From an optimization exercise on the open Yosys and OpenROAD flow, aimed at small area, a short achievable clock period and few clock cycles per item; shortcuts taken in it are not production practice. At most, simulation tests tie the RTL to the original design; equivalence was not proved.

==> build 86 <==
Design BSW, start of the top module:
module BSW (
    clk, rst, start,
    i_Q, i_R,
    o_Q_al,
    o_R_al,
    detail_info,
    done
);
Settings: LEC_CHECK=0, CAP_MARGIN=50, CORE_MARGIN=2, CORE_UTILIZATION=40, SLEW_MARGIN=50; clock period 24.0 ns.
run.sh (not shown) runs the stock make flow with config.mk's settings and CLKGATE_MAP_FILE= SYNTH_SCRIPT=/design/flow/synth_recipe.tcl, a recipe that flattens the netlist after the stock synthesis.
==> trial 78: changes against build 86 <==
--- a/flow/design.v
+++ b/flow/design.v
@@ -79,18 +79,30 @@
             cyc <= 8'd0;
         end else if (!run) begin
             if (start) run <= 1'b1;
             cyc <= 8'd0;
         end else if (cyc != 8'hff) begin
             cyc <= cyc + 8'd1;
         end
     end
-    wire in_phase = !run || (cyc < 8'd63);
-    wire sc_phase = run && (cyc >= 8'd3) && (cyc <= 8'd66);
+    reg in_phase, sc_phase;
+    always @(posedge clk or posedge rst) begin
+        if (rst) begin
+            in_phase <= 1'b1;
+            sc_phase <= 1'b0;
+        end else if (!run) begin
+            in_phase <= 1'b1;
+            sc_phase <= 1'b0;
+        end else begin
+            if (cyc == 8'd62) in_phase <= 1'b0;
+            if (cyc == 8'd2)  sc_phase <= 1'b1;
+            if (cyc == 8'd66) sc_phase <= 1'b0;
+        end
+    end
     reg [2:0] m_lo;          
     reg [2:0] m_hi;          
     always @(posedge clk) begin
         m_lo <= {m_lo[1:0], sc_phase};
         m_hi <= {m_hi[1:0], m_hi[0] || (run && cyc == 8'd63)};
         if (!sc_phase) m_hi <= 3'd0;
     end
     wire m_ge1 = m_lo[0], m_ge2 = m_lo[1], m_ge3 = m_lo[2];
@@ -145,23 +157,23 @@
             wire [3:0] tao;
             if (p == 0) begin : g_a0
                 assign tao = 4'b0001;
             end else begin : g_an
                 assign tao = dle[4*(p-1) +: 4];
             end
             wire [11:0] ro = pe_cell(tao, due[4*p +: 4], p == 0, 1'b0, mto, co0, co1);
             wire [1:0] vo_ = ro[9:8];
-            wire [2:0] lo  = {1'b0, Co[1:0]} + {1'b0, vo_} + 3'd7;    
+            wire [1:0] lo  = {~(Co[1] ^ vo_[1] ^ (Co[0] | vo_[0])), ~(Co[0] ^ vo_[0])};
             wire [5:0] hi  = Co[7:2];
             wire [5:0] hip = hi + 6'd1;
             wire [5:0] him = hi - 6'd1;
-            wire       cyp = (Co[1:0] + vo_ >= 3'd5) ? 1'b1 : 1'b0;
-            wire       cym = (Co[1:0] == 2'd0) && (vo_ == 2'd0);
-            wire [7:0] Ho  = {cyp ? hip : cym ? him : hi, lo[1:0]};
+            wire       cyp = Co[1] & vo_[1] & (Co[0] | vo_[0]);
+            wire       cym = ~(Co[1] | Co[0] | vo_[1] | vo_[0]);
+            wire [7:0] Ho  = {cyp ? hip : cym ? him : hi, lo};
             assign ho[8*p +: 8]    = vo[p] ? Ho : 8'd0;
             assign co_w[2*p +: 2]  = ro[11:10];
             assign dlo_n[4*p +: 4] = vo[p] ? ro[7:4] : 4'b0001;
             assign duo_n[4*p +: 4] = vo[p] ? ro[3:0] : 4'b0001;
         end
     endgenerate
     always @(posedge clk) begin
         hpe <= he;
ABC_AREA = 1   (was not set)
CORE_UTILIZATION = 60   (was 40)
==> flow_metrics.env <==
export IMPL_clkTransAtPathRegs_ns=0.07
export IMPL_crit_chain="buf_12 -> buf_6 -> buf_6 -> mux4_2 -> mux2i_1 -> mux2i_1 -> a222oi_1 -> dlymetal6s2s_1 -> clkbuf_1 -> nand3b_1 -> nand3_1 -> a31oi_1 -> o21ai_2 -> a221o_1 -> a221o_1 -> a222oi_1 -> o31ai_2 -> a211oi_2 -> o2111ai_1 -> o31a_1"
export IMPL_crit_cells=20
export IMPL_regArea_um2=47600
export IMPL_ff2ff_setup_slack_ns=15.82
export IMPL_via_per_inst=5.68
export IMPL_status="no timing/DRC/antenna violations"
export IMPL_hold_end="bank3[246]"
export IMPL_wl_met3_um=21400
export IMPL_whs_ns=0.309
# the run above: build 86

==> flow_metrics.env <==
export IMPL_crit_cells=33
export IMPL_ff2ff_setup_slack_ns=17.30
export IMPL_clkTransAtPathRegs_ns=0.06
export IMPL_hold_end="bank0[115]"
export IMPL_wl_met3_um=24400
export IMPL_cp_common_cell="nand2_1"
export IMPL_cts_root_buf="clkbuf_16"
export IMPL_dieArea_um2=150000
export IMPL_regArea_um2=47600
export IMPL_status="no timing/DRC/antenna violations"
# the run above: trial 78

Testbench counts of trial 78, summed over its fixed seeds: cycles 49,099, items 320.
The RTL of build 86 was laid out without a check of its function.

==> separate check: timing with driven ports <==
The results above use ideal ports. As a check the final layouts listed here were re-extracted and re-timed, cells and wires unchanged.
Step 1, drivers: a clkbuf_16 drives clk and a buf_2 each remaining input, both assumed.
Step 2 times the ports against the registers' clock, not the clock port: input delays grow and output delays shrink by t, the midpoint of the rising clock arrivals with the driver on.
Three values: no drivers, after step 1, after step 2; two values: the first two.
run | t, ns | setup slack, ns | clock arrival spread, ns
build 86 | 0.966 | 15.818 / 15.818 / 15.818 | 0.089 / 0.089
trial 78 | 0.916 | 17.299 / 17.213 / 17.299 | 0.088 / 0.089
After both steps setup and hold are still met in every run listed.
